Background: an optimization exercise with open tools, aiming at small area, a short achievable clock period and few clock cycles per item. Do not read the settings as production practice. The RTL was checked by simulation tests, not by an equivalence proof against the original design.

==> flow/design.v (outline; a module is shown in full before it is edited, if it fits) <==
// module feature_engine: 32 lines
// module signal_sum: 18 lines
// module ema_hi_sel: 14 lines
// module signal_engine: 10 lines
// module risk_mul_tree: 2232 lines
// module booth_enc: 17 lines
// module booth_sel: 3 lines
// module booth_sel_n: 3 lines
// module full_add: 4 lines
// module half_add: 4 lines
// module quantsilicon_top: 153 lines
module quantsilicon_top (
    input  logic                clk,
    input  logic                rst_n,
    input  logic                in_valid,
    output logic                in_ready,
    input  logic signed [31:0]  price,        
    input  logic signed [31:0]  position,     
    input  logic signed [31:0]  beta,         
    output logic                out_valid,
    input  logic                out_ready,
    output logic signed [31:0]  signal_out,   
    output logic                allow_trade,
    output logic                kill_switch
);
  // ...
==> flow/flow/run.sh <==
#!/bin/bash
# Layout flow: the standard synthesis, then every cell set to its smallest
# drive strength, then the standard ORFS layout with timing repair aiming
# SETUP_SLACK_MARGIN ns below the clock period (cells on critical paths get
# upsized again) and buf_2 port buffers. Each tool's output goes to a log file
# of its own here.
set -euo pipefail
MARGIN=${MARGIN:-8}
bash standard.sh synth > synth.log 2>&1
R=$PWD/orfs/results/$FLOW_PLATFORM/quantsilicon_top/base
DS_IN=$R/1_synth.odb DS_OUT=$R/1_synth.odb \
  openroad -no_init -exit flow/downsize.tcl > downsize.log 2>&1
bash standard.sh SETUP_SLACK_MARGIN=$MARGIN \
  "BUFFER_PORTS_ARGS=-buffer_cell sky130_fd_sc_hd__buf_2" finish > layout.log 2>&1
==> flow/flow/downsize.tcl <==
# Set every cell of the synthesized netlist to the smallest drive strength of
# its type (same function and pins); the timing repair that follows upsizes
# the cells on critical paths again.
set db [ord::get_db]

read_db $::env(DS_IN)
set block [ord::get_db_block]

set n 0
foreach inst [$block getInsts] {
  set m [$inst getMaster]
  set name [$m getName]
  if {![regexp {^(sky130_fd_sc_hd__[a-z0-9]+)_([0-9]+)$} $name -> base drv]} { continue }
  if {[string match "*lpflow*" $name] || [string match "*probe*" $name]} { continue }
  set best $m
  set best_area [expr {[$m getWidth] * [$m getHeight]}]
  foreach d {0 1 2} {
    set cand ${base}_$d
    if {$cand eq $name} { continue }
    set cm [$db findMaster $cand]
    if {$cm eq "NULL"} { continue }
    set a [expr {[$cm getWidth] * [$cm getHeight]}]
    if {$a < $best_area} { set best $cm; set best_area $a }
  }
  if {$best ne $m} { $inst swapMaster $best; incr n }
}
puts "downsize: swapped $n instances"
write_db $::env(DS_OUT)
==> flow/standard.sh <==
#!/bin/bash
# synth_recipe.tcl (not shown) runs the flow's synth.tcl, then flattens the netlist and writes it again
# the make line also repeats each setting of config.mk as NAME=value (left out here)
make -C /OpenROAD-flow-scripts/flow DESIGN_CONFIG=/design/flow/config.mk WORK_HOME=/design/flow/orfs CLKGATE_MAP_FILE= SYNTH_SCRIPT=/design/flow/synth_recipe.tcl "${@:-finish}"
==> flow/config.mk <==
export PLATFORM = sky130hd
export DESIGN_NAME = quantsilicon_top
export DESIGN_NICKNAME = quantsilicon_top
export VERILOG_FILES = /design/flow/design.v
export SDC_FILE = /design/flow/constraint.sdc
export NUM_CORES = 4
export LEC_CHECK = 0
export CAP_MARGIN = 20
export CORE_MARGIN = 2
export CORE_UTILIZATION = 70
export CTS_CLUSTER_DIAMETER = 60
export CTS_CLUSTER_SIZE = 25
export SLEW_MARGIN = 20
export SYNTH_HIERARCHICAL = 1
export SYNTH_MINIMUM_KEEP_SIZE = 0
==> flow/constraint.sdc <==
create_clock -name core_clock -period 12.5 [get_ports {clk}]
set_input_delay 2.5000 -clock core_clock [delete_from_list [all_inputs] [get_ports {clk}]]
set_output_delay 2.5000 -clock core_clock [all_outputs]
set_load 0.01 [all_outputs]
==> out/qor.csv, run 1 <==
metric,value,unit
fraction_of_area_in_multi_input_gates,68.80,%
final-nonclk-buf-share,3.462,%
finalHoldViolations,0,
path_cells,"buf_2, ha_1, a21oi_1, a21boi_1, a31oi_4, a31oi_2, a21oi_2, buf_6, a221o_1, a221oi_2, xnor2_1",
worst-setup-path-type,input port to flip-flop,
most-common-layout-cells,"522 x xnor2_1, 466 x a22oi_1, 454 x fa_1",
nFillCells,3418,
start_util,70.95,%
clockRootBuffer,clkbuf_16,
htree_num_levels,1,
groute.layer.met3.usage,10.53,%
drt_first_pass_iters,10,
met2_track_utilization_from_global_routing,66.41,%
stdcell_area,39610,sq um
outcome,no timing/DRC/antenna violations,
design.core.area,51510,sq um
non_clock_buffer_count,210,
worst_path_largest_cell_delay,350,ps
wire_length_of_the_first_global_routing_pass,166.8,mm
holdWs,351.4,ps
grt_busiest_layer,met2,
clock_tree_area_fraction,2.998,%
worst_slew_pin_slew,1104,ps
cts.path.max_buffers,3,
post_route_cells_drive_above_1_share,11.41,%
critPathSlowestCell,ha_1,
finalWorstSetupSlack,7992,ps
drt_iter0_drc,3688,
yosysWarningCount,8,
numPlacedInstances,4146,
chipWidth,232.5,microns
drt_drc_violations_left,0,
critical_path_arrival,4880,ps
fin_setup_tns,0,ps
Testbench counts, summed over its fixed seeds: cycles 24,024, items 24,000.
==> module feature_engine, before the edit <==
module feature_engine (
    input  logic signed [31:0] ret,
    input  logic signed [31:0] ema,
    output logic signed [31:0] ema_next
);
    logic [37:0] a, b, c, s, k;
    logic [32:0] lo, d;
    logic [4:0]  h0;
    logic        wp, wn;
    assign a = {ema[31], ema, 5'b0};           
    assign b = ~{{6{ema[31]}}, ema};           
    assign c = {{6{ret[31]}}, ret};            
    for (genvar i = 0; i < 5; i++) begin : g_ha
        half_add u_ha (.a(b[i]), .b(c[i]), .s(s[i]), .co(k[i]));
    end
    for (genvar i = 5; i < 38; i++) begin : g_fa
        full_add u_fa (.a(a[i]), .b(b[i]), .c(c[i]), .s(s[i]), .co(k[i]));
    end
    assign lo = {1'b0, s[31:0]} + {1'b0, k[30:0], 1'b1};
    assign h0 = s[36:32] + k[35:31];
    assign d  = {ret[31], ret} - {ema[31], ema};
    assign wp = ~d[32] &  d[31];
    assign wn =  d[32] & ~d[31];
    ema_hi_sel u_hi (
        .h0  (h0),
        .cin (lo[32]),
        .wp  (wp),
        .wn  (wn),
        .hi  (ema_next[31:27])
    );
    assign ema_next[26:0] = lo[31:5];
endmodule
==> module signal_sum, before the edit <==
module signal_sum (
    input  logic signed [31:0] ret,
    input  logic signed [31:0] ema,
    output logic signed [31:0] signal_out
);
    logic [33:0] a, b, c, s, k, sum;
    assign a = {{2{ret[31]}}, ret};
    assign b = {ret[31], ret, 1'b0};
    assign c = {{2{ema[31]}}, ema[31:2], 2'b00};
    assign s[0] = a[0];
    assign k[0] = 1'b0;
    half_add u_ha1 (.a(a[1]), .b(b[1]), .s(s[1]), .co(k[1]));
    for (genvar i = 2; i < 34; i++) begin : g_fa
        full_add u_fa (.a(a[i]), .b(b[i]), .c(c[i]), .s(s[i]), .co(k[i]));
    end
    assign sum        = s + {k[32:0], 1'b0};
    assign signal_out = sum[33:2];
endmodule
==> module signal_engine, before the edit <==
module signal_engine (
    input  logic [31:0] px,
    input  logic [31:0] py,
    input  logic        pc,
    output logic        kill
);
    logic signed [31:0] expo;
    assign expo = px + py + {31'd0, pc};
    assign kill = expo > fxp_pkg::LIMIT;
endmodule
==> module quantsilicon_top, before the edit <==
module quantsilicon_top (
    input  logic                clk,
    input  logic                rst_n,
    input  logic                in_valid,
    output logic                in_ready,
    input  logic signed [31:0]  price,        
    input  logic signed [31:0]  position,     
    input  logic signed [31:0]  beta,         
    output logic                out_valid,
    input  logic                out_ready,
    output logic signed [31:0]  signal_out,   
    output logic                allow_trade,
    output logic                kill_switch
);
    logic v0, v1;           
    logic rv0, rv1;         
    logic mv, sv;           
    logic rdy;              
    logic adv, acc, pop;
    assign adv       = ~sv;
    assign acc       = in_valid & adv;
    assign pop       = mv & out_ready;
    assign in_ready  = rdy;
    assign out_valid = mv;
    logic signed [31:0] prev, ema;
    logic signed [31:0] ret_r;
    always_ff @(posedge clk or negedge rst_n) begin
        if (!rst_n) begin
            prev <= 32'sd0;
            v0   <= 1'b0;
        end else if (adv) begin
            v0 <= in_valid;
            if (in_valid) prev <= price;
        end
    end
    always_ff @(posedge clk) begin
        if (adv) ret_r <= price - prev;
    end
    logic signed [31:0] ema_next, ret2_r;
    feature_engine u_feature (
        .ret      (ret_r),
        .ema      (ema),
        .ema_next (ema_next)
    );
    always_ff @(posedge clk or negedge rst_n) begin
        if (!rst_n) begin
            ema <= 32'sd0;
            v1  <= 1'b0;
        end else if (adv) begin
            v1 <= v0;
            if (v0) ema <= ema_next;
        end
    end
    always_ff @(posedge clk) begin
        if (adv) ret2_r <= ret_r;
    end
    logic signed [31:0] sig_in, sig_h, sig_s;
    logic               inc, sv_next;
    signal_sum u_sum (
        .ret        (ret2_r),
        .ema        (ema),
        .signal_out (sig_in)
    );
    assign inc     = v1 & adv;
    assign sv_next = sv ? ~pop : (inc & mv & ~pop);
    always_ff @(posedge clk or negedge rst_n) begin
        if (!rst_n) begin
            mv  <= 1'b0;
            sv  <= 1'b0;
            rdy <= 1'b1;
        end else begin
            if (~mv | pop) mv <= sv | inc;
            sv  <= sv_next;
            rdy <= ~sv_next;
        end
    end
    always_ff @(posedge clk) begin
        if (adv) sig_s <= sig_in;
        if (~mv | out_ready) sig_h <= sv ? sig_s : sig_in;
    end
    assign signal_out = sig_h;
    logic        [31:0] pos_r;
    logic        [15:0] one_d, two_d, neg_d, one_r, two_r, neg_r;
    logic               flip;
    assign flip = position[31] & (|position[30:0]);
    booth_enc u_enc (
        .b    (beta),
        .flip (flip),
        .one  (one_d),
        .two  (two_d),
        .neg  (neg_d)
    );
    always_ff @(posedge clk) begin
        pos_r <= position;
        one_r <= one_d;
        two_r <= two_d;
        neg_r <= neg_d;
    end
    logic        [47:0] mx, my;
    logic        [16:0] lo;
    logic        [31:0] px_r, py_r;
    logic               pc_r;
    risk_mul_tree u_mul (
        .a    (pos_r),
        .one  (one_r),
        .two  (two_r),
        .neg  (neg_r),
        .x    (mx),
        .y    (my)
    );
    assign lo = {1'b0, mx[15:0]} + {1'b0, my[15:0]};
    always_ff @(posedge clk) begin
        px_r <= mx[47:16];
        py_r <= my[47:16];
        pc_r <= lo[16];
    end
    logic kill_in;
    signal_engine u_risk_cmp (
        .px   (px_r),
        .py   (py_r),
        .pc   (pc_r),
        .kill (kill_in)
    );
    always_ff @(posedge clk or negedge rst_n) begin
        if (!rst_n) begin
            rv0 <= 1'b0;
            rv1 <= 1'b0;
        end else begin
            rv0 <= acc;
            rv1 <= rv0;
        end
    end
    logic [3:0] kf;
    logic [2:0] kn;         
    logic       wr;
    assign wr = rv1;
    always_ff @(posedge clk or negedge rst_n) begin
        if (!rst_n) kn <= 3'd0;
        else        kn <= kn + {2'b0, wr} - {2'b0, pop};
    end
    always_ff @(posedge clk) begin
        for (int i = 0; i < 4; i++) begin
            if (pop) begin
                if (wr && kn == 3'(i + 1)) kf[i] <= kill_in;
                else if (i < 3)            kf[i] <= kf[i + 1];
            end else if (wr && kn == 3'(i)) begin
                kf[i] <= kill_in;
            end
        end
    end
    assign kill_switch = kf[0];
    assign allow_trade = ~kf[0];
endmodule
==> run 2, diff against run 1 <==
--- a/flow/design.v
+++ b/flow/design.v
@@ -11,3 +11,3 @@
     logic [37:0] a, b, c, s, k;
-    logic [32:0] lo, d;
+    logic [32:0] lo;
     logic [4:0]  h0;
@@ -23,7 +23,10 @@
     end
-    assign lo = {1'b0, s[31:0]} + {1'b0, k[30:0], 1'b1};
+    fast_add #(.W(32), .L(5)) u_lo (.a(s[31:0]), .b({k[30:0], 1'b0}), .cin(1'b1),
+                         .s(lo[31:0]), .co(lo[32]));
     assign h0 = s[36:32] + k[35:31];
-    assign d  = {ret[31], ret} - {ema[31], ema};
-    assign wp = ~d[32] &  d[31];
-    assign wn =  d[32] & ~d[31];
+    logic c31, d31;
+    fast_carry #(.W(31), .L(5)) u_c31 (.a(ret[30:0]), .b(~ema[30:0]), .cin(1'b1), .co(c31));
+    assign d31 = ret[31] ^ ~ema[31] ^ c31;
+    assign wp  = ~ret[31] &  ema[31] &  d31;
+    assign wn  =  ret[31] & ~ema[31] & ~d31;
     ema_hi_sel u_hi (
@@ -52,3 +55,3 @@
     end
-    assign sum        = s + {k[32:0], 1'b0};
+    fast_add #(.W(34), .L(6)) u_add (.a(s), .b({k[32:0], 1'b0}), .cin(1'b0), .s(sum), .co());
     assign signal_out = sum[33:2];
@@ -76,5 +79,96 @@
     logic signed [31:0] expo;
-    assign expo = px + py + {31'd0, pc};
+    fast_add #(.W(32), .L(5)) u_add (.a(px), .b(py), .cin(pc), .s(expo), .co());
     assign kill = expo > fxp_pkg::LIMIT;
 endmodule
+module fast_add #(
+    parameter int W = 32,
+    parameter int L = 5             
+) (
+    input  logic [W-1:0] a,
+    input  logic [W-1:0] b,
+    input  logic         cin,
+    output logic [W-1:0] s,
+    output logic         co
+);
+    logic [W-1:0] g [0:L];
+    logic [W-1:0] p [0:L];
+    logic [W-1:0] g0, p0;
+    for (genvar i = 0; i < W; i++) begin : g_pg
+        half_add u_pg (.a(a[i]), .b(b[i]), .s(p0[i]), .co(g0[i]));
+    end
+    pg_gray u_cin (.gh(g0[0]), .ph(p0[0]), .gl(cin), .g(g[0][0]));
+    assign p[0][0] = p0[0];
+    assign g[0][W-1:1] = g0[W-1:1];
+    assign p[0][W-1:1] = p0[W-1:1];
+    for (genvar l = 0; l < L; l++) begin : g_lvl
+        for (genvar i = 0; i < W; i++) begin : g_bit
+            if (((i >> l) & 1) == 1) begin : g_op
+                localparam int J = ((i >> l) << l) - 1;
+                localparam int START = (i >> (l + 1)) << (l + 1);
+                if (START == 0) begin : g_gray
+                    pg_gray u_c (.gh(g[l][i]), .ph(p[l][i]), .gl(g[l][J]), .g(g[l+1][i]));
+                    assign p[l+1][i] = p[l][i];
+                end else begin : g_black
+                    pg_black u_c (.gh(g[l][i]), .ph(p[l][i]), .gl(g[l][J]), .pl(p[l][J]),
+                                  .g(g[l+1][i]), .p(p[l+1][i]));
+                end
+            end else begin : g_pass
+                assign g[l+1][i] = g[l][i];
+                assign p[l+1][i] = p[l][i];
+            end
+        end
+    end
+    assign s  = p0 ^ {g[L][W-2:0], cin};
+    assign co = g[L][W-1];
+endmodule
+module pg_gray (input logic gh, ph, gl, output logic g);
+    assign g = gh | (ph & gl);
+endmodule
+module pg_black (input logic gh, ph, gl, pl, output logic g, p);
+    assign g = gh | (ph & gl);
+    assign p = ph & pl;
+endmodule
+module fast_carry #(
+    parameter int W = 16,
+    parameter int L = 4             
+) (
+    input  logic [W-1:0] a,
+    input  logic [W-1:0] b,
+    input  logic         cin,
+    output logic         co
+);
+    logic [W-1:0] g [0:L];
+    logic [W-1:0] p [0:L];
+    logic [W-1:0] g0, p0;
+    for (genvar i = 0; i < W; i++) begin : g_pg
+        half_add u_pg (.a(a[i]), .b(b[i]), .s(p0[i]), .co(g0[i]));
+    end
+    pg_gray u_cin (.gh(g0[0]), .ph(p0[0]), .gl(cin), .g(g[0][0]));
+    assign p[0][0] = p0[0];
+    assign g[0][W-1:1] = g0[W-1:1];
+    assign p[0][W-1:1] = p0[W-1:1];
+    for (genvar l = 0; l < L; l++) begin : g_lvl
+        localparam int N  = (W + (1 << l) - 1) >> l;        
+        for (genvar n = 0; n < (N + 1) / 2; n++) begin : g_node
+            if (2 * n + 1 < N) begin : g_op
+                if (n == 0) begin : g_gray
+                    pg_gray u_c (.gh(g[l][2*n+1]), .ph(p[l][2*n+1]), .gl(g[l][2*n]),
+                                 .g(g[l+1][n]));
+                    assign p[l+1][n] = 1'b0;
+                end else begin : g_black
+                    pg_black u_c (.gh(g[l][2*n+1]), .ph(p[l][2*n+1]), .gl(g[l][2*n]),
+                                  .pl(p[l][2*n]), .g(g[l+1][n]), .p(p[l+1][n]));
+                end
+            end else begin : g_pass
+                assign g[l+1][n] = g[l][2*n];
+                assign p[l+1][n] = p[l][2*n];
+            end
+        end
+        for (genvar n = (N + 1) / 2; n < W; n++) begin : g_zero
+            assign g[l+1][n] = 1'b0;
+            assign p[l+1][n] = 1'b0;
+        end
+    end
+    assign co = g[L][0];
+endmodule
 module risk_mul_tree (
@@ -2377,4 +2471,6 @@
     end
+    logic signed [31:0] ret_d;
+    fast_add #(.W(32), .L(5)) u_ret (.a(price), .b(~prev), .cin(1'b1), .s(ret_d), .co());
     always_ff @(posedge clk) begin
-        if (adv) ret_r <= price - prev;
+        if (adv) ret_r <= ret_d;
     end
@@ -2452,3 +2548,4 @@
     );
-    assign lo = {1'b0, mx[15:0]} + {1'b0, my[15:0]};
+    fast_carry #(.W(16), .L(4)) u_lo (.a(mx[15:0]), .b(my[15:0]), .cin(1'b0), .co(lo[16]));
+    assign lo[15:0] = '0;
     always_ff @(posedge clk) begin
--- a/flow/config.mk
+++ b/flow/config.mk
@@ -9,3 +9,3 @@
 export CORE_MARGIN = 2
-export CORE_UTILIZATION = 70
+export CORE_UTILIZATION = 55
 export CTS_CLUSTER_DIAMETER = 60
==> run 2 against run 1 <==
Still clean. Count of clock-buffer cells in the layout up 6. Highest routed layer unchanged. First-iteration DRC count down 41%. Non-clock buffer count decreased by 5.
==> out/qor.csv, run 2 <==
metric,value,unit,change
outcome,no timing/DRC/antenna violations,,unchanged
hold_path.startpoint,rv0,,unchanged
critPathSlowestCell,fa_1,,was ha_1
num_antenna_cells,0,,unchanged
place_area,38180,sq um,was 38070 sq um
stdcell_area,39530,sq um,was 39610 sq um
min-delay-path-class,flip-flop to flip-flop,,unchanged
post-route-period-util,35.28,%,was 36.06%
grt.overflow.total,0,,unchanged
start_util,55.26,%,was 70.95%
worst-setup-path-type,flip-flop to flip-flop,,was input port to flip-flop
r2r_start,neg_r[3],,was pos_r[16]
path_cells,"buf_4, xnor2_1, fa_1, fa_1, fa_1, fa_1, fa_1, fa_1",,"was buf_2, ha_1, a21oi_1, a21boi_1, a31oi_4, a31oi_2, a21oi_2, buf_6, a221o_1, a221oi_2, xnor2_1"
clk_lat_worst_skew,580,ps,was 630 ps
via_count_of_the_first_global_routing_pass,28550,,was 31440
synth_area_per_cell,11.31,sq um,was 10.65 sq um
drt_first_pass_iters,6,,was 10
vias,26390,,was 29850
pin_count,136,,unchanged
fp-row-count,94,,was 83
drt_drc_violations_left,0,,unchanged
critical_path_arrival,4870,ps,was 4880 ps
cap_viol_max_count,0,,unchanged
grt_usage,30.19,%,was 39.36%
yosysWarningCount,28,,was 8
area_growth_syn_to_layout,9.190,%,was 8.378%
setup_violations,0,,unchanged
clock_tree_from_tritoncts,yes,,unchanged
gp_congestion,0.8694,,was 0.9897
critPathLaunchType,flip-flop,,was input port
chipWidth,260.6,microns,was 232.5 microns
fin_setup_tns,0,ps,unchanged
dp.final_hpwl,67.25,mm,was 71.36 mm
cp.required,12950,ps,was 12870 ps
postCtsSetupBuffers,0,,was 4
htree_num_levels,2,,was 1
holdWs,364.0,ps,was 351.4 ps
setup.worst_path.end_class,flip-flop,,unchanged
final_skew,28.60,ps,was 25.02 ps
holdBufCountCts,0,,unchanged
drt_iter0_drc,2180,,was 3688
syn_area,36200,sq um,was 36550 sq um
cts_made_buffers,35,,was 31
syn-instance-count,3200,,was 3430
cpLargestDelayFamily,adder cells,,was compound AO/OA/AOI/OAI gates
grt_setup_unrepaired,false,,was true
post-route-util,60.34,%,was 76.89%
mostFrequentLayoutCell,xnor2_1,,unchanged
cp-startpoint,neg_r[3],,was price[9]
timing.fmax,226.7,MHz,was 221.8 MHz
finalHoldViolations,0,,unchanged
worst_slew_pin_slew,1050,ps,was 1104 ps
die_height,260.6,microns,was 232.5 microns
clk_transition_reported_paths,80,ps,was 70 ps
postCtsResizedCells,5,,was 18
cp_num_buf_inv,1,,was 2
antenna_found_initial,0,,unchanged
nFillCells,5380,,was 3418
numClockSinks,351,,unchanged
finalNetCount,4136,,was 4295
slew_viol_final,0,,unchanged
path_max_fanout,34,,was 4
cts.path.max_buffers,3,,unchanged
wl_per_cell,23.91,microns,was 25.24 microns
antenna_left,0,,unchanged
post_route_cells_drive_above_1_share,10.09,%,was 11.41%
fp.dieArea,67890,sq um,was 54050 sq um
worst_path_largest_cell_delay,630,ps,was 350 ps
most-common-layout-cells,"465 x xnor2_1, 464 x a22oi_1, 451 x fa_1",,"was 522 x xnor2_1, 466 x a22oi_1, 454 x fa_1"
io_buffers,135,,unchanged
viasPerCell,6.233,,was 7.086
finalWorstPathRequiredPeriod,4410,ps,was 4508 ps
design.core.area,65510,sq um,was 51510 sq um
grt_max_degree,67,,was 66
clockRootBuffer,clkbuf_16,,unchanged
wire_length_of_the_first_global_routing_pass,159.1,mm,was 166.8 mm
routed_wl,101.3,mm,was 106.4 mm
critPathMostFrequentCell,fa_1,,
timing.max_slew.rel_slack,29.88,%,was 26.33%
[run 2: changes by cell type in the layout (fill, tap and decap cells not counted), moves of 82 or more]
cell | before | now
xor2_1 | 82 | 165
o21ai_0 | 116 | 34
a21o_1 | 58 | 362
and2_1 | 8 | 226
a21oi_1 | 147 | 5
nand2_1 | 128 | 42
[run 2: layer usage]
metal,GRT usage (%),up-vias,routed length [microns]
li1,-,11590,-
met1,38.77,13160,40400
met2,49.68,1337,47690
met3,6.294,303,9075
met4,12.63,0,4079
met5,0,-,0
[run 2: area by class of cell]
type                       instances  area, sq um  share of cell area (%)
multi-input combinational       2662        27150                   68.68
sequential                       351         8438                   21.35
timing repair buffer             205         1275                   3.225
tap                              864         1081                   2.735
clock buffer                      43        958.4                   2.425
inverter                          89        334.1                  0.8451
clock inverter                    20        295.3                  0.7470
[run 2: worst paths after layout]
path | endpoint | slack (ps) | cells past startpoint
hold / removal | rv1 | 360 | 0
setup / recovery | px_r[14] | 8090 | 8
setup reg to reg | px_r[14] | 8090 | 8
max in group asynchronous | prev[0] | 9580 | 2
min in group asynchronous | mv | 1880 | 1
hold reg to reg | rv1 | 360 | 0
[run 2: metrics by stage]
stage	instances	worst slack [ps]
2_1_floorplan	3220	8028
3_3_place_gp	4171	7749
3_5_place_dp	4171	7704
4_1_cts	4234	7955
5_1_grt	4234	8001
6_report	4234	8090
Testbench counts of run 2, summed over its fixed seeds: cycles 24,024, items 24,000.

==> port drivers added, routing unchanged <==
The results above use ideal ports. As a check the final layouts listed here were re-extracted and re-timed, cells and wires unchanged. Step 1 sets driving cells, clkbuf_16 on the clock port and buf_2 on the other inputs (assumed; they add their load-dependent delay and slew). Step 2 moves the port delays by t, midway between the first and last clock arrival at a register: inputs arrive t later, outputs are due t later. That takes back most of the time a late clock gives input paths. Three values: ideal ports, drivers, drivers and shift; two values: the first two.
| run | t (ns) | slack for setup (ns) | latest minus earliest clock arrival (ns) |
|---|---|---|---|
| run 1 | 0.685 | 7.992 / 8.021 / 7.335 | 0.031 / 0.031 |
| run 2 | 0.633 | 8.090 / 8.090 / 7.678 | 0.031 / 0.031 |
After both steps every run listed still meets setup and hold. The setup slack of run 1, which loses most, moves by +0.029 ns with the drivers and by -0.657 ns with both steps.
